This is an optimization exercise on Yosys and OpenROAD, whose aim is small area, not a production implementation.
Only simulation tests tie the RTL to the original design; equivalence was not proved.
Power figures rest on the tool's default switching activity, not on a simulated workload.

==> flow/design.v <==
module appr_mult_basic_unit (
  input  wire [1:0] iDigit,
  input  wire [7:0] iData,
  input  wire [8:0] iTimes3,
  output wire [8:0] oPartial
);
wire s1 = iDigit[0] & ~iDigit[1];
wire s2 = iDigit[1] & ~iDigit[0];
wire s3 = iDigit[1] & iDigit[0];
assign oPartial[0]   = iDigit[0] & iData[0];
assign oPartial[8:1] = ({8{s1}} & {1'b0, iData[7:1]}) | ({8{s2}} & iData) | ({8{s3}} & iTimes3[8:1]);
endmodule
module appr_mult (
  input  wire [7:0] iData,
  output wire [8:0] oTimes3
);
wire [7:0] lo;
wire [8:2] hi;
generate
  genvar i;
  for (i = 0; i < 4; i = i + 1) begin : g
    assign lo[2*i]   = iData[2*i];
    assign lo[2*i+1] = iData[2*i] | iData[2*i+1];
    assign hi[2*i+2] = iData[2*i+1];
  end
endgenerate
wire c3 = lo[2] & hi[2];
wire c4 = lo[3] & c3;
wire c5 = (lo[4] & hi[4]) | (c4 & (lo[4] ^ hi[4]));
wire c6 = lo[5] & c5;
wire c7 = (lo[6] & hi[6]) | (c6 & (lo[6] ^ hi[6]));
wire c8 = lo[7] & c7;
assign oTimes3 = {hi[8] ^ c8,
                  lo[7] ^ c7,
                  lo[6] ^ hi[6] ^ c6,
                  lo[5] ^ c5,
                  lo[4] ^ hi[4] ^ c4,
                  lo[3] ^ c3,
                  lo[2] ^ hi[2],
                  lo[1],
                  lo[0]};
endmodule
module pe (
  input  wire        iClk,
  input  wire        iClear,      
  input  wire [7:0]  iData,
  input  wire [8:0]  iTimes3,
  input  wire [7:0]  iWeight,
  output wire [19:0] oAcc
);
reg  [19:0] acc;
wire [19:0] accg = iClear ? 20'd0 : acc;
wire [8:0]  p0, p1, p2, p3;
wire [19:0] sum;
appr_mult_basic_unit u0 (.iDigit(iWeight[1:0]), .iData(iData), .iTimes3(iTimes3), .oPartial(p0));
appr_mult_basic_unit u1 (.iDigit(iWeight[3:2]), .iData(iData), .iTimes3(iTimes3), .oPartial(p1));
appr_mult_basic_unit u2 (.iDigit(iWeight[5:4]), .iData(iData), .iTimes3(iTimes3), .oPartial(p2));
appr_mult_basic_unit u3 (.iDigit(iWeight[7:6]), .iData(iData), .iTimes3(iTimes3), .oPartial(p3));
wire s1;
wire c2;
wire s3;
wire c4;
wire s5;
wire c6;
wire s7;
wire c8;
wire s9;
wire c10;
wire s11;
wire c12;
wire s13;
wire c14;
wire s15;
wire c16;
wire s17;
wire c18;
wire s19;
wire c20;
wire s21;
wire c22;
wire s23;
wire c24;
wire s25;
wire c26;
wire s27;
wire c28;
wire s29;
wire c30;
wire s31;
wire c32;
wire s33;
wire c34;
wire s35;
wire c36;
wire s37;
wire c38;
wire s39;
wire c40;
wire s41;
wire c42;
wire s43;
wire c44;
wire s45;
wire c46;
wire s47;
wire c48;
wire s49;
wire c50;
wire s51;
wire c52;
wire s53;
wire c54;
wire s55;
wire c56;
wire s57;
wire c58;
wire s59;
wire c60;
wire s61;
wire c62;
wire s63;
wire c64;
wire s65;
wire c66;
wire s67;
wire c68;
wire s69;
wire c70;
wire s71;
wire c72;
wire s73;
wire c74;
wire s75;
wire c76;
wire s77;
wire c78;
wire s79;
wire c80;
wire s81;
wire c82;
wire s83;
wire c84;
wire s85;
wire c86;
wire s87;
wire c88;
wire s89;
wire c90;
wire s91;
wire c92;
wire s93;
assign s1 = accg[6] ^ p0[6];
assign c2 = accg[6] & p0[6];
assign s3 = accg[7] ^ p0[7] ^ p1[5];
assign c4 = (accg[7] & p0[7]) | (p1[5] & (accg[7] ^ p0[7]));
assign s5 = accg[8] ^ p0[8] ^ p1[6];
assign c6 = (accg[8] & p0[8]) | (p1[6] & (accg[8] ^ p0[8]));
assign s7 = accg[9] ^ p1[7];
assign c8 = accg[9] & p1[7];
assign s9 = accg[10] ^ p1[8];
assign c10 = accg[10] & p1[8];
assign s11 = accg[4] ^ p0[4];
assign c12 = accg[4] & p0[4];
assign s13 = accg[5] ^ p0[5] ^ p1[3];
assign c14 = (accg[5] & p0[5]) | (p1[3] & (accg[5] ^ p0[5]));
assign s15 = p1[4] ^ p2[2] ^ p3[0];
assign c16 = (p1[4] & p2[2]) | (p3[0] & (p1[4] ^ p2[2]));
assign s17 = p2[3] ^ p3[1] ^ c2;
assign c18 = (p2[3] & p3[1]) | (c2 & (p2[3] ^ p3[1]));
assign s19 = p2[4] ^ p3[2] ^ c4;
assign c20 = (p2[4] & p3[2]) | (c4 & (p2[4] ^ p3[2]));
assign s21 = p2[5] ^ p3[3] ^ c6;
assign c22 = (p2[5] & p3[3]) | (c6 & (p2[5] ^ p3[3]));
assign s23 = p2[6] ^ p3[4] ^ c8;
assign c24 = (p2[6] & p3[4]) | (c8 & (p2[6] ^ p3[4]));
assign s25 = accg[11] ^ p2[7] ^ p3[5];
assign c26 = (accg[11] & p2[7]) | (p3[5] & (accg[11] ^ p2[7]));
assign s27 = accg[12] ^ p2[8];
assign c28 = accg[12] & p2[8];
assign s29 = accg[2] ^ p0[2];
assign c30 = accg[2] & p0[2];
assign s31 = accg[3] ^ p0[3] ^ p1[1];
assign c32 = (accg[3] & p0[3]) | (p1[1] & (accg[3] ^ p0[3]));
assign s33 = p1[2] ^ p2[0] ^ s11;
assign c34 = (p1[2] & p2[0]) | (s11 & (p1[2] ^ p2[0]));
assign s35 = p2[1] ^ c12 ^ s13;
assign c36 = (p2[1] & c12) | (s13 & (p2[1] ^ c12));
assign s37 = s1 ^ c14 ^ s15;
assign c38 = (s1 & c14) | (s15 & (s1 ^ c14));
assign s39 = s3 ^ c16 ^ s17;
assign c40 = (s3 & c16) | (s17 & (s3 ^ c16));
assign s41 = s5 ^ c18 ^ s19;
assign c42 = (s5 & c18) | (s19 & (s5 ^ c18));
assign s43 = s7 ^ c20 ^ s21;
assign c44 = (s7 & c20) | (s21 & (s7 ^ c20));
assign s45 = s9 ^ c22 ^ s23;
assign c46 = (s9 & c22) | (s23 & (s9 ^ c22));
assign s47 = c10 ^ c24 ^ s25;
assign c48 = (c10 & c24) | (s25 & (c10 ^ c24));
assign s49 = p3[6] ^ c26 ^ s27;
assign c50 = (p3[6] & c26) | (s27 & (p3[6] ^ c26));
assign s51 = accg[13] ^ p3[7] ^ c28;
assign c52 = (accg[13] & p3[7]) | (c28 & (accg[13] ^ p3[7]));
assign s53 = accg[14] ^ p3[8];
assign c54 = accg[14] & p3[8];
assign s55 = accg[0] ^ p0[0];
assign c56 = accg[0] & p0[0];
assign s57 = accg[1] ^ p0[1] ^ c56;
assign c58 = (accg[1] & p0[1]) | (c56 & (accg[1] ^ p0[1]));
assign s59 = p1[0] ^ s29 ^ c58;
assign c60 = (p1[0] & s29) | (c58 & (p1[0] ^ s29));
assign s61 = c30 ^ s31 ^ c60;
assign c62 = (c30 & s31) | (c60 & (c30 ^ s31));
assign s63 = c32 ^ s33 ^ c62;
assign c64 = (c32 & s33) | (c62 & (c32 ^ s33));
assign s65 = c34 ^ s35 ^ c64;
assign c66 = (c34 & s35) | (c64 & (c34 ^ s35));
assign s67 = c36 ^ s37 ^ c66;
assign c68 = (c36 & s37) | (c66 & (c36 ^ s37));
assign s69 = c38 ^ s39 ^ c68;
assign c70 = (c38 & s39) | (c68 & (c38 ^ s39));
assign s71 = c40 ^ s41 ^ c70;
assign c72 = (c40 & s41) | (c70 & (c40 ^ s41));
assign s73 = c42 ^ s43 ^ c72;
assign c74 = (c42 & s43) | (c72 & (c42 ^ s43));
assign s75 = c44 ^ s45 ^ c74;
assign c76 = (c44 & s45) | (c74 & (c44 ^ s45));
assign s77 = c46 ^ s47 ^ c76;
assign c78 = (c46 & s47) | (c76 & (c46 ^ s47));
assign s79 = c48 ^ s49 ^ c78;
assign c80 = (c48 & s49) | (c78 & (c48 ^ s49));
assign s81 = c50 ^ s51 ^ c80;
assign c82 = (c50 & s51) | (c80 & (c50 ^ s51));
assign s83 = c52 ^ s53 ^ c82;
assign c84 = (c52 & s53) | (c82 & (c52 ^ s53));
assign s85 = accg[15] ^ c54 ^ c84;
assign c86 = (accg[15] & c54) | (c84 & (accg[15] ^ c54));
assign s87 = accg[16] ^ c86;
assign c88 = accg[16] & c86;
assign s89 = accg[17] ^ c88;
assign c90 = accg[17] & c88;
assign s91 = accg[18] ^ c90;
assign c92 = accg[18] & c90;
assign s93 = accg[19] ^ c92;
assign sum = {s93, s91, s89, s87, s85, s83, s81, s79, s77, s75, s73, s71, s69, s67, s65, s63, s61, s59, s57, s55};
always @(posedge iClk) begin
  acc  <= sum;
end
assign oAcc = acc;
endmodule
module pe_cube (
  input  wire         iClk,
  input  wire         iRst,
  input  wire         iValid,
  input  wire [31:0]  iDataRam,
  input  wire [31:0]  iWeightRam,
  input  wire [8:0]   iPattern,
  input  wire [1:0]   iPassLeft,
  input  wire         iHold0,
  input  wire [4:0]   iCap,
  output wire [215:0] oResult
);
localparam PATTERN_1 = 3'd0,
           PATTERN_2 = 3'd1,
           PATTERN_3 = 3'd2,
           PATTERN_4 = 3'd3,
           PATTERN_5 = 3'd4;
wire [7:0] d2 = iValid ? iDataRam[31:24] : 8'd0;
wire [4:0] shift_in = iValid ? iWeightRam[28:24] : 5'd0;
reg  [1:0] pass_dly [0:1];
wire [1:0] pass [0:2];
assign pass[0] = iPassLeft;
assign pass[1] = pass_dly[0];
assign pass[2] = pass_dly[1];
always @(posedge iClk) begin
  if (iRst) begin
    pass_dly[0] <= 2'd0;
    pass_dly[1] <= 2'd0;
  end else begin
    pass_dly[0] <= iPassLeft;
    pass_dly[1] <= pass_dly[0];
  end
end
wire [4:0] cap = iCap;
reg  [4:0] young;
always @(posedge iClk) begin
  if (iRst) begin
    young <= 5'b11111;
  end else begin
    young <= {young[3:0], 1'b0};
  end
end
wire rst_q = young[0];
wire [4:0] hold;
assign hold[0] = iHold0;
assign hold[4:1] = cap[3:0];
reg  [7:0] cache [0:8];
reg  [7:0] dly   [0:8];
wire [7:0] x     [0:8];
wire [8:0] t3    [0:8];
reg  [7:0] w     [0:2][1:5];
generate
  genvar k, a, c;
  for (c = 0; c < 3; c = c + 1) begin : col
    wire [2:0] p  = iPattern[3*c+2:3*c];
    wire [7:0] d1 = iValid ? iDataRam[8*c+7:8*c] : 8'd0;
    assign x[c]   = (p == PATTERN_1 || p == PATTERN_2 || p == PATTERN_3) ? d1 :
                    (p == PATTERN_4 || p == PATTERN_5) ? d2 : 8'd0;
    assign x[3+c] = (p == PATTERN_2 || p == PATTERN_3 || p == PATTERN_4) ? d1 :
                    (p == PATTERN_1 || p == PATTERN_5) ? d2 : 8'd0;
    assign x[6+c] = (p == PATTERN_3 || p == PATTERN_4 || p == PATTERN_5) ? d1 :
                    (p == PATTERN_1 || p == PATTERN_2) ? d2 : 8'd0;
  end
  for (a = 0; a < 3; a = a + 1) begin : arr
    for (c = 0; c < 3; c = c + 1) begin : col
      always @(posedge iClk) begin
        if (c < 2 && pass[a][c % 2]) begin
          cache[3*a+c] <= dly[3*a+(c+1)%3];
        end else begin
          cache[3*a+c] <= x[3*a+c];
        end
        dly[3*a+c] <= cache[3*a+c];
      end
      appr_mult m (.iData(cache[3*a+c]), .oTimes3(t3[3*a+c]));
    end
  end
  for (k = 0; k < 3; k = k + 1) begin : blk
    always @(posedge iClk) begin
      w[k][1] <= iValid ? iWeightRam[8*k+7:8*k] : 8'd0;
      w[k][2] <= w[k][1];
      w[k][3] <= w[k][2];
      w[k][4] <= w[k][3];
      w[k][5] <= w[k][4];
    end
    wire [7:0] wd [0:4];
    for (a = 0; a < 5; a = a + 1) begin : tap
      assign wd[a] = (hold[a] | young[a]) ? 8'd0 : w[k][a+1];
    end
    wire [19:0] acc [0:8];
    for (a = 0; a < 3; a = a + 1) begin : arr
      for (c = 0; c < 3; c = c + 1) begin : col
        pe u (
          .iClk(iClk),
          .iClear(rst_q | cap[a+c]),
          .iData(cache[3*a+c]),
          .iTimes3(t3[3*a+c]),
          .iWeight(wd[a+c]),
          .oAcc(acc[3*a+c])
        );
      end
    end
    wire [19:0] sh0_in = ({20{cap[0]}} & acc[0]) | ({20{cap[1]}} & acc[1]) |
                         ({20{cap[3]}} & acc[5]) | ({20{cap[4]}} & acc[8]);
    wire [19:0] sh1_in = ({20{cap[1]}} & acc[3]) | ({20{cap[3]}} & acc[7]);
    wire [7:0]  sh0, sh1;
    result_shift rs0 (.iAcc(sh0_in), .iShift(shift_in), .oResult(sh0));
    result_shift rs1 (.iAcc(sh1_in), .iShift(shift_in), .oResult(sh1));
    reg  [7:0] res [0:8];
    always @(posedge iClk) begin
      if (cap[0]) res[0] <= sh0[7:0];
      if (cap[1]) res[1] <= sh0[7:0];
      if (cap[2]) res[2] <= acc[2][7:0];
      if (cap[1]) res[3] <= sh1[7:0];
      if (cap[2]) res[4] <= acc[4][7:0];
      if (cap[3]) res[5] <= sh0[7:0];
      if (cap[2]) res[6] <= acc[6][7:0];
      if (cap[3]) res[7] <= sh1[7:0];
      if (cap[4]) res[8] <= sh0[7:0];
    end
    for (a = 0; a < 9; a = a + 1) begin : out
      assign oResult[8*(9*k+a)+7:8*(9*k+a)] = res[a];
    end
  end
endgenerate
endmodule
module result_shift (
  input  wire [19:0] iAcc,
  input  wire [4:0]  iShift,
  output wire [7:0]  oResult
);
wire [19:0] z1 = iShift[4] ? {16'd0, iAcc[19:16]} : iAcc;    
wire [14:0] z2 = iShift[3] ? {3'd0, z1[19:8]} : z1[14:0];     
wire [10:0] z3 = iShift[2] ? z2[14:4] : z2[10:0];
wire [8:0]  z4 = iShift[1] ? z3[10:2] : z3[8:0];
assign oResult = iShift[0] ? z4[8:1] : z4[7:0];
endmodule
module micro_controller (
    input  wire        iClk,
    input  wire        iRst,
    input  wire        iStart,
    output wire        oReady,
    output wire [10:0] oAddrRd,
    output reg         oDataRdValid,
    output reg  [8:0]  oInputPattern,
    output reg  [1:0]  oPassDataLeft,
    output reg         oHold0,        
    output reg  [4:0]  oCap,          
    output reg  [3:0]  oPost,         
    output wire        oWriteEn,
    output wire [10:0] oAddrWr
);
localparam PATTERN_1 = 3'd0,
           PATTERN_2 = 3'd1,
           PATTERN_3 = 3'd2,
           PATTERN_4 = 3'd3,
           PATTERN_5 = 3'd4,
           NOT_CARE  = 3'd5;
reg       state;
reg [4:0] counter;
reg [8:0] addr_wr;
wire      finish = (counter == 5'd30);
assign oReady   = ~state;
assign oAddrRd  = {4'd0, counter, 2'd0};
assign oWriteEn = oPost[3] & (|oPost[2:0]);
assign oAddrWr  = {addr_wr, 2'd0};
always @(posedge iClk) begin
    if (iRst) begin
        state        <= 1'b0;
        counter      <= 5'd0;
        oDataRdValid <= 1'b0;
    end else begin
        oDataRdValid <= state;
        if (state) begin
            state   <= ~finish;
            counter <= finish ? 5'd0 : counter + 5'd1;
        end else begin
            state   <= iStart;
        end
    end
end
always @(posedge iClk) begin
    if (iRst) begin
        oHold0 <= 1'b0;
        oCap   <= 5'd0;
    end else begin
        oHold0 <= state & (counter == 5'd28);
        oCap   <= {oCap[3:0], state & (counter == 5'd29)};
    end
end
always @(posedge iClk) begin
    if (iRst) begin
        oPost <= 4'd0;
    end else if (finish) begin
        oPost <= 4'd1;
    end else if (oPost != 4'd0) begin
        oPost <= oPost + 4'd1;
    end
end
always @(posedge iClk) begin
    if (iRst) begin
        addr_wr <= 9'd0;
    end else if (oWriteEn) begin
        addr_wr <= addr_wr + 9'd1;
    end
end
always @(posedge iClk) begin
    begin
        case (counter)
            'd0 : oInputPattern <= {NOT_CARE, NOT_CARE, PATTERN_1};
            'd1 : oInputPattern <= {NOT_CARE, PATTERN_1, PATTERN_2};
            'd2 : oInputPattern <= {PATTERN_1, PATTERN_2, PATTERN_3};
            'd3 : oInputPattern <= {PATTERN_2, PATTERN_3, PATTERN_4};
            'd4 : oInputPattern <= {PATTERN_3, PATTERN_4, PATTERN_5};
            'd5 : oInputPattern <= {PATTERN_4, PATTERN_5, NOT_CARE};
            'd6 : oInputPattern <= {PATTERN_5, NOT_CARE, NOT_CARE};
            'd7, 'd16, 'd25 : oInputPattern <= {PATTERN_3, NOT_CARE, NOT_CARE};
            'd8, 'd17, 'd26 : oInputPattern <= {PATTERN_4, NOT_CARE, NOT_CARE};
            'd9, 'd18, 'd27 : oInputPattern <= {PATTERN_5, NOT_CARE, PATTERN_1};
            'd10, 'd19, 'd28 : oInputPattern <= {PATTERN_3, PATTERN_1, PATTERN_2};
            'd11, 'd20, 'd29 : oInputPattern <= {PATTERN_4, PATTERN_2, PATTERN_3};
            'd12, 'd21, 'd30 : oInputPattern <= {PATTERN_5, PATTERN_3, PATTERN_4};
            'd13, 'd22 : oInputPattern <= {PATTERN_3, PATTERN_4, PATTERN_5};
            'd14, 'd23 : oInputPattern <= {PATTERN_4, PATTERN_5, NOT_CARE};
            'd15, 'd24 : oInputPattern <= {PATTERN_5, NOT_CARE, NOT_CARE};
            default : oInputPattern <= {NOT_CARE, NOT_CARE, NOT_CARE};
        endcase
    end
end
always @(posedge iClk) begin
    if (iRst) begin
        oPassDataLeft <= 'd0;
    end else begin
        case (counter)
            'd3, 'd12, 'd21, 'd30 : oPassDataLeft <= 2'd1;
            'd4, 'd5, 'd6, 'd7, 'd8,
            'd13, 'd14, 'd15, 'd16, 'd17,
            'd22, 'd23, 'd24, 'd25, 'd26 : oPassDataLeft <= 2'd3;
            'd9, 'd18, 'd27 : oPassDataLeft <= 2'd2;
            default : oPassDataLeft <= 2'd0;
        endcase
    end
end
endmodule
module systolic_cube_with_mc #(
    parameter ARRAY_NUM = 3,
    parameter BLOCK_NUM = 3,
    parameter CUBE_NUM  = 3,  
    parameter RAM_DEPTH = 2048
) (
    input  wire                         iClk,
    input  wire                         iRst,
    input  wire                         iStart,
    output wire                         oReady,
    output wire [$clog2(RAM_DEPTH)-1:0] oAddrForDataWeightRam,
    input  wire [31:0]                  iDataFromDataRam,
    input  wire [31:0]                  iWeightFromWeightRam,
    output wire                         oWrEnForResultRam,
    output wire [$clog2(RAM_DEPTH)-1:0] oAddrForResultRam,
    output wire [31:0]                  oDataToResultRam
);
wire         valid;
wire [8:0]   pattern;
wire [1:0]   pass_left;
wire         hold0;
wire [4:0]   cap;
wire [3:0]   post;
wire [215:0] result;
micro_controller micro_controller_i (
    .iClk(iClk),
    .iRst(iRst),
    .iStart(iStart),
    .oReady(oReady),
    .oAddrRd(oAddrForDataWeightRam),
    .oDataRdValid(valid),
    .oInputPattern(pattern),
    .oPassDataLeft(pass_left),
    .oHold0(hold0),
    .oCap(cap),
    .oPost(post),
    .oWriteEn(oWrEnForResultRam),
    .oAddrWr(oAddrForResultRam)
);
pe_cube pe_cube_i (
    .iClk(iClk),
    .iRst(iRst),
    .iValid(valid),
    .iDataRam(iDataFromDataRam),
    .iWeightRam(iWeightFromWeightRam),
    .iPattern(pattern),
    .iPassLeft(pass_left),
    .iHold0(hold0),
    .iCap(cap),
    .oResult(result)
);
reg [31:0] word;
always @(*) begin
    case (post[2:0])
        3'd2 : word = result[63:32];
        3'd3 : word = result[95:64];
        3'd4 : word = result[127:96];
        3'd5 : word = result[159:128];
        3'd6 : word = result[191:160];
        3'd7 : word = {8'd0, result[215:192]};
        default : word = result[31:0];
    endcase
end
assign oDataToResultRam = word;
endmodule
==> flow/flow/run.sh <==
#!/bin/bash
# The standard layout (standard.sh), with two changes to synthesis, neither
# of which touches the registers:
#  - Yosys's synth skips its quick ABC pass (synth -noabc), so the full
#    adders that extract_fa finds are the ones the RTL writes, without the
#    inverters the quick mapping leaves around them;
#  - the final technology mapping runs ABC with flow/abc_area.script (two
#    rounds of choice-based area mapping (amap) with resubstitution, and
#    no buffering or sizing, which placement repairs later).
set -euo pipefail
W=$(pwd)
sed 's/yosys synth -nofsm -noshare /yosys synth -nofsm -noshare -noabc /' "$W/synth_recipe.tcl" > "$W/synth_noabc.tcl"
grep -q -- '-noabc' "$W/synth_noabc.tcl"
cat > "$W/synth_abc.tcl" <<EOT
proc abc {args} {
  set i [lsearch -exact \$args -script]
  if { \$i >= 0 } { set args [lreplace \$args [expr {\$i + 1}] [expr {\$i + 1}] {$W/flow/abc_area.script}] }
  yosys abc {*}\$args
}
source {$W/synth_noabc.tcl}
EOT
bash "$W/standard.sh" "SYNTH_SCRIPT=$W/synth_abc.tcl" finish > "$W/standard.log" 2>&1
==> flow/flow/abc_area.script <==
strash
dch -f
amap
mfs2
strash
dch -f
amap
topo
==> flow/standard.sh <==
#!/bin/bash
# synth_recipe.tcl (not shown) runs the flow's synth.tcl, then flattens the netlist and writes it again
# the make line also repeats each setting of config.mk as NAME=value (left out here)
make -C /OpenROAD-flow-scripts/flow DESIGN_CONFIG=/design/flow/config.mk WORK_HOME=/design/flow/orfs CLKGATE_MAP_FILE= SYNTH_SCRIPT=/design/flow/synth_recipe.tcl "${@:-finish}"
==> flow/config.mk <==
export PLATFORM = sky130hd
export DESIGN_NAME = systolic_cube_with_mc
export DESIGN_NICKNAME = systolic_cube_with_mc
export VERILOG_FILES = /design/flow/design.v
export SDC_FILE = /design/flow/constraint.sdc
export NUM_CORES = 4
export LEC_CHECK = 0
export ABC_AREA = 1
export CAP_MARGIN = 20
export CORE_MARGIN = 2
export CORE_UTILIZATION = 45
export CTS_CLUSTER_DIAMETER = 100
export CTS_CLUSTER_SIZE = 24
export SLEW_MARGIN = 20
==> flow/constraint.sdc <==
create_clock -name core_clock -period 10.0 [get_ports {iClk}]
set_input_delay 2.0000 -clock core_clock [delete_from_list [all_inputs] [get_ports {iClk}]]
set_output_delay 2.0000 -clock core_clock [all_outputs]
set_load 0.01 [all_outputs]
==> results of run 1 <==
-- layout by cell type, fill, tap and decap left out, types with 8 or more instances in the layout --
cell and instances:
fa_1 756, dfxtp_1 712, nor2_1 694, clkinv_1 661
a222oi_1 389, nor2b_1 325, o22ai_1 297, ha_1 278
o21ai_0 249, a22oi_1 238, edfxtp_1 216, buf_4 172
nand2_1 147, o22a_1 112, clkdlybuf4s50_1 111, a21oi_1 108
nand2b_1 83, a221oi_1 65, o32a_1 63, clkbuf_16 53
or2_0 52, or3_1 33, xor2_1 20, o221ai_1 18
nor3_1 17, o211ai_1 13, nand4_1 12, clkbuf_1 12
o31ai_1 11, o32ai_1 11, conb_1 8
-- sequential cells by signal, indices dropped and copies added (netlist names), 9 cells and up --
register / flops
pe_cube_i.blk.res: 216
micro_controller_i.addr_wr: 9
micro_controller_i.oInputPattern: 9
pe_cube_i.w: 120
pe_cube_i.dly: 48
pe_cube_i.cache: 72
pe_cube_i.blk.arr.col.u.acc: 432
-- cell type report --
| class | count | area, sq um | area share (%) |
|---|---|---|---|
| antenna | 6 | 15.0 | 0.0223 |
| clock buffer | 69 | 1430 | 2.12 |
| clock inverter | 21 | 323 | 0.479 |
| inverter | 662 | 2480 | 3.69 |
| multi-input combinational | 4054 | 37600 | 55.8 |
| sequential | 934 | 20900 | 31.0 |
| tap | 1781 | 2230 | 3.31 |
| timing repair buffer | 285 | 2440 | 3.62 |
-- cells in the mapped netlist, types with 112 or more instances --
cell type,number,area (sq um)
nand2_1,150,563
ha_1,278,3480
dfxtp_1,718,14400
o21ai_0,249,1250
edfxtp_1,216,6490
clkinv_1,662,2480
a22oi_1,238,1790
o22ai_1,297,1860
fa_1,756,15100
o22a_1,112,981
a222oi_1,389,3890
nor2_1,702,2640
nor2b_1,326,2040
-- cells by family (layout without fill, tap and decap cells) --
group | after synthesis | count (layout)
buffers and inverters | 670 | 1037
AND/OR/NAND/NOR | 1388 | 1388
other | 1 | 14
flip-flops | 934 | 934
XOR/XNOR | 21 | 21
adder cells (fa/ha/maj) | 1034 | 1034
AO/OA/AOI/OAI | 1603 | 1603
-- routing by layer --
layer / global-route usage [%] / routed length (microns)
met1: 52.1 / 104000
met2: 48.4 / 99900
met3: 9.42 / 30800
met4: 14.2 / 11600
met5: 0.105 / 57
-- critical path, cell delays in order (launching register included) --
cell	delay (ns)
dfxtp_4	0.43
or2_0	0.64
nand2b_1	0.42
nor2_1	0.61
clkinv_1	0.27
o21ai_0	0.34
ha_1	0.31
fa_1	0.41
fa_1	0.39
fa_1	0.41
fa_1	0.40
fa_1	0.42
fa_1	0.41
fa_1	0.40
fa_1	0.40
fa_1	0.41
fa_1	0.39
fa_1	0.40
fa_1	0.42
fa_1	0.41
fa_1	0.41
ha_1	0.20
ha_1	0.18
ha_1	0.19
xor2_1	0.16
-- worst paths after layout --
| path | from | to | slack, ns | cells after the start |
|---|---|---|---|---|
| worst min register to register | pe_cube_i.cache[4][0] | pe_cube_i.dly[4][0] | 0.36 | 0 |
| worst min-delay path | pe_cube_i.cache[4][0] | pe_cube_i.dly[4][0] | 0.36 | 0 |
| worst max-delay path | micro_controller_i.oCap[2] | pe_cube_i.blk[1].arr[2].col[1].u.acc[19] | 0.41 | 24 |
| worst max register to register | micro_controller_i.oCap[2] | pe_cube_i.blk[1].arr[2].col[1].u.acc[19] | 0.41 | 24 |
-- metrics by stage --
| stage | setup TNS (ns) | setup slack [ns] | hold slack (ns) |
|---|---|---|---|
| CTS | 0 | 0.625 | 0.363 |
| finish | 0 | 0.413 | 0.363 |
| detailed placement | 0 | 0.611 | 0.346 |
| global placement | 0 | 0.688 | 0.342 |
| floorplan | -0.0313 | -0.0313 | 0.332 |
| global route | 0 | 0.255 | 0.371 |
-- power by group through the flow --
stage          combinational (W)  sequential [W]  clock, W
4_1_cts                  0.00153         0.00418   0.00261
5_1_grt                  0.00165         0.00419   0.00272
3_3_place_gp             0.00152         0.00427         0
3_5_place_dp             0.00153         0.00427         0
2_1_floorplan           0.000713         0.00419         0
6_report                 0.00158         0.00420   0.00256
==> results.ini, run 1 <==
[global_routing]
overflow = 0
grt_pass1_vias = 47950
grt_pass1_wl_microns = 349000
grtUsageTotal_pct = 35.2
grt_max_degree = 80
antenna_found_initial = 16

[pwr]
power.leakage_nw = 27.7
power-per-cell-area_nw_per_um2 = 124
p_int_w = 0.00557
power.switching_w = 0.00276
pwr-share-comb_pct = 18.9
clkPwrFrac_pct = 30.7
peakVddDrop_uv = 153
p_seq_share_pct = 50.4
power_w = 0.00833
switching_share_pct = 33.2

[die]
pin_count = 123
die_w_microns = 372
die_area_sq_um = 138000
rows = 135
fp.dieH_microns = 372
start_util_pct = 45.1
core-area_sq_um = 135000

[synth]
ys_types = 40
synth-xor-area-share_pct = 0.302
synth_mux_area_share_pct = 0
synthCells = 5651
syn-cell-area_sq_um = 60900
yosysWarnings = 18
synthSimpleGateAreaFrac_pct = 10.7
syn_area_per_cell_sq_um = 10.8
synth-edff-count = 216
synth_adder_area_share_pct = 30.6
synthFlopType = dfxtp_1
synth_compound_area_share_pct = 20.0
async_flop_share_pct = 0
yosysSeqAreaShare_pct = 34.2
ys_seq_elements = 934
synth_top_family_by_area = adder cells

[cells_and_area]
layoutNonFillerInstCount = 7812
area_growth_pct = 10.6
nFillCells = 12412
nets = 7090
utilization_pct = 49.9
fin_area_sq_um = 67400
drive_gt1_share_pct = 4.60

[status]
status = no timing/DRC/antenna violations

[sta]
fmax_ghz = 0.104
grt_setup_unrepaired = false
max_slew_margin_pct = 20.8
drv_slew = 0
min_period_over_period_pct = 95.9
hold_viol_final = 0
fin_skew_ns = 0.0512
worstMarginPinSlew_ns = 1.19
finalCriticalPeriod_ns = 9.59
setup_violations = 0

[worst_setup_path]
arrival_ns = 10.18
criticalPathCategory = flop to flop
startpoint_type = flop
required_ns = 10.59
worstPathMaxFanout = 14
crit_path_end_kind = flop

[detailed_routing]
firstDrtPassIters = 15
routed_wl_microns = 246000
vias_per_cell = 6.47
final_antenna_net_count = 0
drtIter0Drc = 9394
num_vias = 50554
drcViolationCount = 0
wl_per_cell_microns = 31.5

[flow_run]
cap_violations = 0

[hold_path]
hp-class = flop to flop

[clock_network]
path_clk_slew_ns = 0.10
post-cts-setup-buffers = 0
clk_latency_ns = 0.73
hold_buffers = 0
cts_buffer_depth = 3
cts_resized = 0
cts_sinks = 934
cts_tree = built
h-tree-depth = 2
cts-root-buf = clkbuf_16
numCtsBuffers = 52

[placement]
placed_cells = 7716
place_hpwl_microns = 190000
gp_congestion = 1.01
io_buffers = 111
place_area_sq_um = 65600

==> inputs of run 2 (changes only) <==
--- a/flow/flow/run.sh
+++ b/flow/flow/run.sh
@@ -5,7 +5,7 @@
 #    adders that extract_fa finds are the ones the RTL writes, without the
 #    inverters the quick mapping leaves around them;
 #  - the final technology mapping runs ABC with flow/abc_area.script (two
-#    rounds of choice-based area mapping (amap) with resubstitution, and
+#    rounds of choice-based area mapping with don't-care resubstitution, and
 #    no buffering or sizing, which placement repairs later).
 set -euo pipefail
 W=$(pwd)
==> flow/flow/abc_area.script (replaced) <==
strash
&get -n
&st
&dch -f
&nf -a -R 1000
&put
mfs2
strash
&get -n
&st
&dch -f
&nf -a -R 1000
&put
topo
--- a/flow/config.mk
+++ b/flow/config.mk
@@ -10,5 +10,5 @@
 export CORE_MARGIN = 2
 export CORE_UTILIZATION = 45
 export CTS_CLUSTER_DIAMETER = 100
-export CTS_CLUSTER_SIZE = 24
+export CTS_CLUSTER_SIZE = 22
 export SLEW_MARGIN = 20
==> results.ini, run 2 <==
[sta]
fin_skew_ns = 0.0564  ; +0.00526 ns
max_slew_margin_pct = 17.0  ; -3.8 points
min_period_over_period_pct = 89.9  ; -6.0 points
worstMarginPinSlew_ns = 1.25  ; +0.0569 ns
setup_violations = 0  ; unchanged
grt_setup_unrepaired = false
hold_viol_final = 0  ; unchanged
finalCriticalPeriod_ns = 8.99  ; -0.599 ns
tns_ns = 0  ; unchanged
drv_slew = 0  ; unchanged
fmax_ghz = 0.111  ; +6.7%

[hold_path]
hp-class = flop to flop

[detailed_routing]
drcViolationCount = 0  ; unchanged
firstDrtPassIters = 9  ; -6
final_antenna_net_count = 0  ; unchanged
routed_wl_microns = 244000  ; -0.66%
drtIter0Drc = 7035  ; -25%
vias_per_cell = 6.32  ; -2.3%
wl_per_cell_microns = 30.2  ; -4.3%
num_vias = 51267  ; +1.4%

[cells_and_area]
reg_top3 = pe_cube_i.blk.arr.col.u.acc x432, pe_cube_i.blk.res x216, pe_cube_i.w x120
fin_area_sq_um = 68700  ; +2.0%
nFillCells = 12410  ; -0.016%
final_common_cell = nand2_1
top_register = pe_cube_i.blk.arr.col.u.acc
drive_gt1_share_pct = 4.97  ; +0.37 points
largest_reg_flops = 432  ; unchanged
mostFrequentLayoutCells = 1,406 x nand2_1, 756 x fa_1, 712 x dfxtp_1
area_growth_pct = 11.0
nets = 7362  ; +3.8%
multiInputGateArea_sq_um = 41100  ; +9.4%
register_area_sq_um = 20900  ; about the same

[synth]
synthCells = 5890  ; +4.2%
synthFlopType = dfxtp_1
synthSimpleGateAreaFrac_pct = 17.7  ; +7.0 points
synth-edff-count = 216  ; unchanged
ys_types = 51  ; +28%
syn-cell-area_sq_um = 61900  ; +1.7%
yosysSeqAreaShare_pct = 33.7  ; -0.57 points
synthTopCellsByArea = fa_1 24%, dfxtp_1 23%, edfxtp_1 10%, nand2_1 8.5%, a22oi_1 7.0%
yosys.area.top_type_share_pct = 24.4  ; -0.41 points
synth_mux_area_share_pct = 0.873  ; +0.87 points
synth-xor-area-share_pct = 1.51  ; +1.2 points
synth_compound_area_share_pct = 16.1  ; -3.9 points
async_flop_share_pct = 0  ; unchanged
synth_top_family_by_area = adder cells
synth_adder_area_share_pct = 30.0  ; -0.51 points
synthTopCellsByCount = 1,408 x nand2_1, 756 x fa_1, 718 x dfxtp_1
yosysWarnings = 18  ; unchanged
yosysMostFrequentCell = nand2_1
yosys.area.top_type = fa_1
ys_seq_elements = 934  ; unchanged
syn_area_per_cell_sq_um = 10.5  ; -2.4%

[clock_network]
cts_buffer_depth = 3  ; unchanged
cts_sinks = 934  ; unchanged
post-cts-setup-buffers = 0  ; unchanged
path_clk_slew_ns = 0.09  ; about the same
hold_buffers = 0  ; unchanged
clk_latency_ns = 0.74  ; about the same
h-tree-depth = 2  ; unchanged
cts-root-buf = clkbuf_16
numCtsBuffers = 55  ; +5.8%
cts_resized = 0  ; unchanged
cts_tree = built

[die]
rows = 136  ; +0.74%
fp.dieH_microns = 375  ; +0.83%
pin_count = 123  ; unchanged
die_w_microns = 375  ; +0.83%
core-area_sq_um = 137000  ; +1.5%
start_util_pct = 45.2  ; +0.088 points
die_area_sq_um = 141000  ; +1.7%

[placement]
gp_congestion = 1.00  ; -0.99%
place_hpwl_microns = 182000  ; -4.5%
io_buffers = 111  ; unchanged
place_area_sq_um = 66900  ; +2.0%

[pwr]
power-per-cell-area_nw_per_um2 = 110  ; -11%
power.leakage_nw = 31.8  ; +15%
peakVddDrop_uv = 144  ; -5.8%

[global_routing]
grtUsageTotal_pct = 34.5  ; -0.75 points
grt_pass1_wl_microns = 354000  ; +1.3%
grt_pass1_vias = 49772  ; +3.8%
antenna_found_initial = 18  ; +2
grt_max_degree = 75  ; -6.3%
overflow = 0  ; unchanged

[worst_setup_path]
required_ns = 10.60  ; about the same
crit_path_end_kind = flop
arrival_ns = 9.59  ; -0.59 ns
worstPathMaxFanout = 12  ; -2
startpoint_type = flop
criticalPathCategory = flop to flop

[status]
status = no timing/DRC/antenna violations

[flow_run]
cap_violations = 0  ; unchanged

==> run 2: cell types whose count changed after synthesis, sizes merged, moves of 105 or more <==
cell    before   now
nand2      150  1408
clkinv     662     7
nor2       702   187
and2         0   478
a22oi      238   578
nor2b      326    44
a222oi     389   119
o22ai      297    55
and3         0   174
o21ai      249   109
o22a       112     7
==> run 2: worst max-delay path, cell delays in order (launching register included) <==
cell and delay [ns]:
dfxtp_1 0.58, or2_0 0.33, ha_1 0.21, fa_1 1.12, nand2_1 0.10, nand2_1 0.11, ha_1 0.23, fa_1 0.47
fa_1 0.43, fa_1 0.39, fa_1 0.40, fa_1 0.39, fa_1 0.39, fa_1 0.40, fa_1 0.40, fa_1 0.39
fa_1 0.42, fa_1 0.43, fa_1 0.41, fa_1 0.53, ha_1 0.26, ha_1 0.19, ha_1 0.19, xnor2_1 0.12
==> run 2: final timing paths <==
check                   startpoint                                        to  slack [ns]  cells past startpoint
max reg2reg  pe_cube_i.cache[5][2]  pe_cube_i.blk[2].arr[1].col[2].u.acc[19]        1.01                     23
min          pe_cube_i.cache[7][4]                       pe_cube_i.dly[7][4]        0.37                      0
max          pe_cube_i.cache[5][2]  pe_cube_i.blk[2].arr[1].col[2].u.acc[19]        1.01                     23
min reg2reg  pe_cube_i.cache[7][4]                       pe_cube_i.dly[7][4]        0.37                      0
==> run 2: cell type report <==
class                      instances  share of cell area, %
antenna                           17                 0.0619
clock buffer                      74                   2.18
clock inverter                    19                  0.351
inverter                           7                 0.0382
multi-input combinational       4948                   59.8
sequential                       934                   30.4
tap                             1794                   3.27
timing repair buffer             315                   3.89
==> run 2: layer usage <==
layer / vias to the layer above / track usage (%) / part of all wire [%]
met5: - / 0 / 0.029
met4: 12 / 16.7 / 5.7
met3: 492 / 9.63 / 12
met2: 2922 / 49.8 / 42
met1: 25714 / 47.6 / 41
li1: 22127 / - / -
==> run 2: cells by family (layout without fill, tap and decap cells) <==
group | Yosys count | after routing
adder cells (fa/ha/maj) | 1034 | 1034
buffers and inverters | 15 | 415
XOR/XNOR | 107 | 107
flip-flops | 934 | 934
AO/OA/AOI/OAI | 1344 | 1344
multiplexers | 54 | 54
other | 1 | 25
AND/OR/NAND/NOR | 2401 | 2401
==> run 2: power by group <==
part / total, W / switching [W] / internal [W]
clock network: 0.00255 / 0.00146 / 0.00110
logic: 0.000962 / 0.000634 / 0.000329
registers: 0.00403 / 0.000127 / 0.00390
==> run 2: stage by stage <==
step           hold WS, ns  setup WS [ns]  cells  total power, W  util, %
2_1_floorplan        0.360          0.166   5897         0.00448        -
3_3_place_gp         0.338           1.20   7995         0.00504     48.8
3_5_place_dp         0.355           1.17   7995         0.00505     48.8
4_1_cts              0.371           1.11   8088         0.00757     50.1
5_1_grt              0.382          0.747   8092         0.00777     50.2
6_report             0.369           1.01   8108         0.00755     50.2
==> inputs of run 3 (changes only) <==
--- a/flow/design.v
+++ b/flow/design.v
@@ -14,39 +14,25 @@
   input  wire [7:0] iData,
   output wire [8:0] oTimes3
 );
-wire [7:0] lo;
-wire [8:2] hi;
+wire [7:0] e;
 generate
   genvar i;
   for (i = 0; i < 4; i = i + 1) begin : g
-    assign lo[2*i]   = iData[2*i];
-    assign lo[2*i+1] = iData[2*i] | iData[2*i+1];
-    assign hi[2*i+2] = iData[2*i+1];
+    assign e[2*i]   = iData[2*i] & iData[2*i+1];
+    assign e[2*i+1] = 1'b0;
   end
 endgenerate
-wire c3 = lo[2] & hi[2];
-wire c4 = lo[3] & c3;
-wire c5 = (lo[4] & hi[4]) | (c4 & (lo[4] ^ hi[4]));
-wire c6 = lo[5] & c5;
-wire c7 = (lo[6] & hi[6]) | (c6 & (lo[6] ^ hi[6]));
-wire c8 = lo[7] & c7;
-assign oTimes3 = {hi[8] ^ c8,
-                  lo[7] ^ c7,
-                  lo[6] ^ hi[6] ^ c6,
-                  lo[5] ^ c5,
-                  lo[4] ^ hi[4] ^ c4,
-                  lo[3] ^ c3,
-                  lo[2] ^ hi[2],
-                  lo[1],
-                  lo[0]};
+assign oTimes3 = {1'b0, iData} + {iData, 1'b0} - {e, 1'b0};
 endmodule
 module pe (
   input  wire        iClk,
   input  wire        iClear,      
+  input  wire        iCapture,    
   input  wire [7:0]  iData,
   input  wire [8:0]  iTimes3,
   input  wire [7:0]  iWeight,
-  output wire [19:0] oAcc
+  input  wire [4:0]  iShift,
+  output reg  [7:0]  oResult
 );
 reg  [19:0] acc;
 wire [19:0] accg = iClear ? 20'd0 : acc;
@@ -244,9 +230,14 @@
 assign s93 = accg[19] ^ c92;
 assign sum = {s93, s91, s89, s87, s85, s83, s81, s79, s77, s75, s73, s71, s69, s67, s65, s63, s61, s59, s57, s55};
 always @(posedge iClk) begin
-  acc  <= sum;
+  acc <= sum;
+end
+wire [19:0] shifted = acc >> iShift;
+always @(posedge iClk) begin
+  if (iCapture) begin
+    oResult <= shifted[7:0];
+  end
 end
-assign oAcc = acc;
 endmodule
 module pe_cube (
   input  wire         iClk,
@@ -282,18 +273,33 @@
   end
 end
 wire [4:0] cap = iCap;
-reg  [4:0] young;
+reg  [2:0] since_rst;    
 always @(posedge iClk) begin
   if (iRst) begin
-    young <= 5'b11111;
-  end else begin
-    young <= {young[3:0], 1'b0};
+    since_rst <= 3'd1;
+  end else if (since_rst != 3'd6) begin
+    since_rst <= since_rst + 3'd1;
   end
 end
-wire rst_q = young[0];
+reg rst_q;
+always @(posedge iClk) begin
+  rst_q <= iRst;
+end
+wire [4:0] young;
+assign young[0] = (since_rst <= 3'd1);
+assign young[1] = (since_rst <= 3'd2);
+assign young[2] = (since_rst <= 3'd3);
+assign young[3] = (since_rst <= 3'd4);
+assign young[4] = (since_rst <= 3'd5);
 wire [4:0] hold;
 assign hold[0] = iHold0;
 assign hold[4:1] = cap[3:0];
+wire [4:0] shift [0:4];
+assign shift[0] = iWeightRam[28:24];    
+assign shift[1] = iWeightRam[28:24];
+assign shift[2] = 5'd0;                 
+assign shift[3] = shift_in;
+assign shift[4] = shift_in;
 reg  [7:0] cache [0:8];
 reg  [7:0] dly   [0:8];
 wire [7:0] x     [0:8];
@@ -336,54 +342,23 @@
     for (a = 0; a < 5; a = a + 1) begin : tap
       assign wd[a] = (hold[a] | young[a]) ? 8'd0 : w[k][a+1];
     end
-    wire [19:0] acc [0:8];
     for (a = 0; a < 3; a = a + 1) begin : arr
       for (c = 0; c < 3; c = c + 1) begin : col
         pe u (
           .iClk(iClk),
           .iClear(rst_q | cap[a+c]),
+          .iCapture(cap[a+c]),
           .iData(cache[3*a+c]),
           .iTimes3(t3[3*a+c]),
           .iWeight(wd[a+c]),
-          .oAcc(acc[3*a+c])
+          .iShift(shift[a+c]),
+          .oResult(oResult[8*(9*k+3*a+c)+7:8*(9*k+3*a+c)])
         );
       end
     end
-    wire [19:0] sh0_in = ({20{cap[0]}} & acc[0]) | ({20{cap[1]}} & acc[1]) |
-                         ({20{cap[3]}} & acc[5]) | ({20{cap[4]}} & acc[8]);
-    wire [19:0] sh1_in = ({20{cap[1]}} & acc[3]) | ({20{cap[3]}} & acc[7]);
-    wire [7:0]  sh0, sh1;
-    result_shift rs0 (.iAcc(sh0_in), .iShift(shift_in), .oResult(sh0));
-    result_shift rs1 (.iAcc(sh1_in), .iShift(shift_in), .oResult(sh1));
-    reg  [7:0] res [0:8];
-    always @(posedge iClk) begin
-      if (cap[0]) res[0] <= sh0[7:0];
-      if (cap[1]) res[1] <= sh0[7:0];
-      if (cap[2]) res[2] <= acc[2][7:0];
-      if (cap[1]) res[3] <= sh1[7:0];
-      if (cap[2]) res[4] <= acc[4][7:0];
-      if (cap[3]) res[5] <= sh0[7:0];
-      if (cap[2]) res[6] <= acc[6][7:0];
-      if (cap[3]) res[7] <= sh1[7:0];
-      if (cap[4]) res[8] <= sh0[7:0];
-    end
-    for (a = 0; a < 9; a = a + 1) begin : out
-      assign oResult[8*(9*k+a)+7:8*(9*k+a)] = res[a];
-    end
   end
 endgenerate
 endmodule
-module result_shift (
-  input  wire [19:0] iAcc,
-  input  wire [4:0]  iShift,
-  output wire [7:0]  oResult
-);
-wire [19:0] z1 = iShift[4] ? {16'd0, iAcc[19:16]} : iAcc;    
-wire [14:0] z2 = iShift[3] ? {3'd0, z1[19:8]} : z1[14:0];     
-wire [10:0] z3 = iShift[2] ? z2[14:4] : z2[10:0];
-wire [8:0]  z4 = iShift[1] ? z3[10:2] : z3[8:0];
-assign oResult = iShift[0] ? z4[8:1] : z4[7:0];
-endmodule
 module micro_controller (
     input  wire        iClk,
     input  wire        iRst,
==> flow/run.sh (new file) <==
#!/bin/bash
# synth_recipe.tcl (not shown) runs the flow's synth.tcl, then flattens the netlist and writes it again
# the make line also repeats each setting of config.mk as NAME=value (left out here)
make -C /OpenROAD-flow-scripts/flow DESIGN_CONFIG=/design/flow/config.mk WORK_HOME=/design/flow/orfs CLKGATE_MAP_FILE= SYNTH_SCRIPT=/design/flow/synth_recipe.tcl finish
removed: flow/flow/run.sh
removed: flow/flow/abc_area.script
removed: flow/standard.sh
==> results.ini, run 3 <==
[status]
status = no timing/DRC/antenna violations

[synth]
synthTopCellsByCount = 1,981 x nand2_1, 1,832 x inv_1, 868 x o21ai_0
ys_types = 48  ; -5.9%
syn-cell-area_sq_um = 76500  ; +23%
yosysMostFrequentCell = nand2_1
ys_seq_elements = 933  ; -0.11%
syn_area_per_cell_sq_um = 7.66  ; -27%
yosys.area.top_type_share_pct = 19.4  ; -5.0 points
yosysSeqAreaShare_pct = 27.2  ; -6.4 points
synthTopCellsByArea = fa_1 19%, dfxtp_1 19%, nand2_1 9.7%, inv_1 9.0%, edfxtp_1 8.5%
async_flop_share_pct = 0  ; unchanged
synthFlopType = dfxtp_1
synth-edff-count = 216  ; unchanged
yosys.area.top_type = fa_1
synthCells = 9989  ; +70%
yosysWarnings = 12  ; -6

[cells_and_area]
drive_gt1_share_pct = 4.96  ; -0.0073 points
mostFrequentLayoutCells = 1,978 x nand2_1, 1,823 x inv_1, 868 x o21ai_0
nets = 11050  ; +50%
top_register = pe_cube_i.blk.arr.col.u.acc
area_growth_pct = 7.74
largest_reg_flops = 432  ; unchanged
reg_top3 = pe_cube_i.blk.arr.col.u.acc x432, pe_cube_i.blk.arr.col.u.oResult x216, pe_cube_i.w x120
final_common_cell = nand2_1
fin_area_sq_um = 82400  ; +20%
nFillCells = 16809  ; +35%

[clock_network]
cts-root-buf = clkbuf_16
cts_sinks = 933  ; -0.11%
clk_latency_ns = 0.76  ; +0.02 ns
post-cts-setup-buffers = 0  ; unchanged
cts_buffer_depth = 3  ; unchanged
numCtsBuffers = 60  ; +9.1%
path_clk_slew_ns = 0.10  ; about the same
hold_buffers = 0  ; unchanged
cts_resized = 0  ; unchanged
cts_tree = built
h-tree-depth = 2  ; unchanged

[sta]
drv_slew = 0  ; unchanged
hold-worst-slack_ns = 0.364  ; -0.00420 ns
grt_setup_unrepaired = false
tns_ns = 0  ; unchanged
setup_violations = 0  ; unchanged
min_period_over_period_pct = 93.4  ; +3.6 points
worstMarginPinSlew_ns = 1.14  ; -0.107 ns
max_slew_margin_pct = 23.3  ; +6.3 points
fmax_ghz = 0.107  ; -3.8%
fin_skew_ns = 0.0323  ; -0.0241 ns
finalCriticalPeriod_ns = 9.34  ; +0.355 ns
hold_viol_final = 0  ; unchanged
finalWorstSetupSlack_ns = 0.657  ; -0.355 ns

[worst_setup_path]
startpoint_type = flop
r2r_start = pe_cube_i.since_rst[2]
r2r-end = pe_cube_i.blk[2].arr[2].col[1].u.acc[19]
required_ns = 10.64  ; +0.04 ns
critical_path.top_delay_family = adder cells
reg2reg_depth = 28  ; +22%
arrival_ns = 9.98  ; +0.39 ns
crit_slowest_cell = nor3_4
r2r_slack_ns = 0.66  ; -0.36 ns
cp_num_buf_inv = 5  ; +5
criticalPathCategory = flop to flop
crit_top_cell = fa_1
worstPathMaxFanout = 8  ; -4
crit_path_end_kind = flop
max_stage_delay_ns = 0.81  ; -0.31 ns

[global_routing]
antenna_found_initial = 22  ; +4
grtUsageTotal_pct = 35.2  ; +0.78 points
gr-usage-met1_pct = 43.8  ; -3.8 points
busiest_layer = met2
grt_pass1_vias = 67558  ; +36%
grtUsageMet3_pct = 6.97  ; -2.7 points
overflow = 0  ; unchanged
grt_pass1_wl_microns = 449000  ; +27%
grtUsageMet2_pct = 54.2  ; +4.4 points
grt_max_degree = 95  ; +27%

[hold_path]
hold_start = pe_cube_i.cache[4][0]
hp-class = flop to flop
whs_endpoint = pe_cube_i.dly[4][0]
whs_path_depth = 0  ; unchanged

[pwr]
power.leakage_nw = 35.9  ; +13%
peakVddDrop_uv = 170  ; +18%
power-per-cell-area_nw_per_um2 = 112  ; +2.1%

[detailed_routing]
firstDrtPassIters = 8  ; -1
drcViolationCount = 0  ; unchanged
final_antenna_net_count = 0  ; unchanged
wl_per_cell_microns = 25.5  ; -15%
drtIter0Drc = 8688  ; +23%
routed_wl_microns = 311000  ; +27%
vias_per_cell = 5.80  ; -8.3%
num_vias = 70683  ; +38%

[die]
core-area_sq_um = 169000  ; +23%
die_area_sq_um = 173000  ; +23%
die_w_microns = 416  ; +11%
fp.dieH_microns = 416  ; +11%
rows = 151  ; +11%
start_util_pct = 45.2  ; about the same
pin_count = 123  ; unchanged

[placement]
io_buffers = 111  ; unchanged
gp_congestion = 1.06  ; +5.2%
place_area_sq_um = 80400  ; +20%
pre_cts_slack_ns = 0.834  ; -0.334 ns
place_hpwl_microns = 236000  ; +30%

[flow_run]
cap_violations = 0  ; unchanged

run 3: cell count changes after synthesis, moves of 187 or more:
| cell | change |
|---|---|
| and2_0 | -477 |
| a21oi_1 | +300 |
| o22ai_1 | +365 |
| a22oi_1 | -483 |
| nor2_1 | +552 |
| nand3_1 | +187 |
| clkbuf_1 | +391 |
| o21ai_0 | +759 |
| o221ai_1 | +228 |
| inv_1 | +1832 |
| nand2_1 | +573 |
run 3: logic make-up after synthesis:
group                      share of synthesized area [%]
AOI/OAI and AO/OA                                   18.0
xor gates and xnor gates                           0.824
adders and majority gates                           24.9
buffers and inverters                               12.1
DFF                                                 27.2
muxes                                              0.550
other                                            0.00490
and+or+nand+nor                                     16.4
run 3: worst max-delay path by stage:
stage	startpoint	end	slack, ns	cells past startpoint
floorplan	micro_controller_i.oCap[2]	pe_cube_i.blk[0].arr[2].col[1].u.acc[19]	0.83	28
global placement	pe_cube_i.since_rst[2]	pe_cube_i.blk[2].arr[2].col[1].u.acc[19]	0.90	28
detailed placement	pe_cube_i.since_rst[2]	pe_cube_i.blk[2].arr[2].col[1].u.acc[19]	0.83	28
CTS	pe_cube_i.since_rst[2]	pe_cube_i.blk[2].arr[2].col[1].u.acc[19]	0.79	28
global route	pe_cube_i.since_rst[0]	pe_cube_i.blk[1].arr[1].col[0].u.acc[19]	0.39	29
finish	pe_cube_i.since_rst[2]	pe_cube_i.blk[2].arr[2].col[1].u.acc[19]	0.66	28
run 3: area by class of cell:
cell class | count | area [sq um] | share of cell area [%]
antenna | 19 | 47.5 | 0.0577
tap | 2218 | 2780 | 3.37
inverter | 1913 | 7190 | 8.72
timing repair buffer | 367 | 3090 | 3.75
clock inverter | 28 | 350 | 0.425
clock buffer | 80 | 1580 | 1.91
multi-input combinational | 6632 | 46500 | 56.5
sequential | 933 | 20900 | 25.3
run 3: per-layer routing:
metal	vias up	wire length [microns]	share of wire (%)
li1	32089	-	-
met1	33865	117000	38
met2	3791	135000	44
met3	930	30100	9.7
met4	8	28100	9.0
met5	-	46	0.015
run 3: worst register-to-register path: cells and delay by family, from the launching register on:
| family | cells | cell delay, ns |
|---|---|---|
| AOI/OAI and AO/OA | 2 | 0.28 |
| xor gates and xnor gates | 1 | 0.12 |
| adders and majority gates | 17 | 6.59 |
| buffers and inverters | 5 | 0.66 |
| DFF | 1 | 0.40 |
| and+or+nand+nor | 3 | 1.18 |
run 3: report_power, final:
part | switching [W] | internal [W]
clock | 0.00161 | 0.00118
combinational | 0.00173 | 0.000675
sequential | 0.000114 | 0.00393
run 3: metrics by stage:
stage / util, % / power, W / cells
3_3_place_gp: 47.5 / 0.00642 / 12060
5_1_grt: 48.7 / 0.00949 / 12179
4_1_cts: 48.7 / 0.00918 / 12169
3_5_place_dp: 47.5 / 0.00644 / 12061
6_report: 48.7 / 0.00923 / 12190
2_1_floorplan: - / 0.00526 / 9996

## separate check: timing with driven ports
How much do the figures lean on ideal ports? The routed layouts below were timed once more, with nothing changed but the port constraints.
Step 1 assumes that a clkbuf_16 drives the clock port and a buf_2 every other input.
Step 2 times the ports against the registers' clock, not the clock port: input delays grow and output delays shrink by t, the midpoint of the rising clock arrivals with the driver on.
Three values: no drivers, after step 1, after step 2; two values: the first two.
run | t (ns) | slack for setup (ns) | worst setup path after step 2
run 1 | 0.785 | 0.413 / 0.413 / 0.413 | register to register
run 2 | 0.799 | 1.012 / 1.012 / 1.012 | register to register
run 3 | 0.837 | 0.657 / 0.657 / 0.657 | register to register
After both steps setup and hold are still met in every run listed.
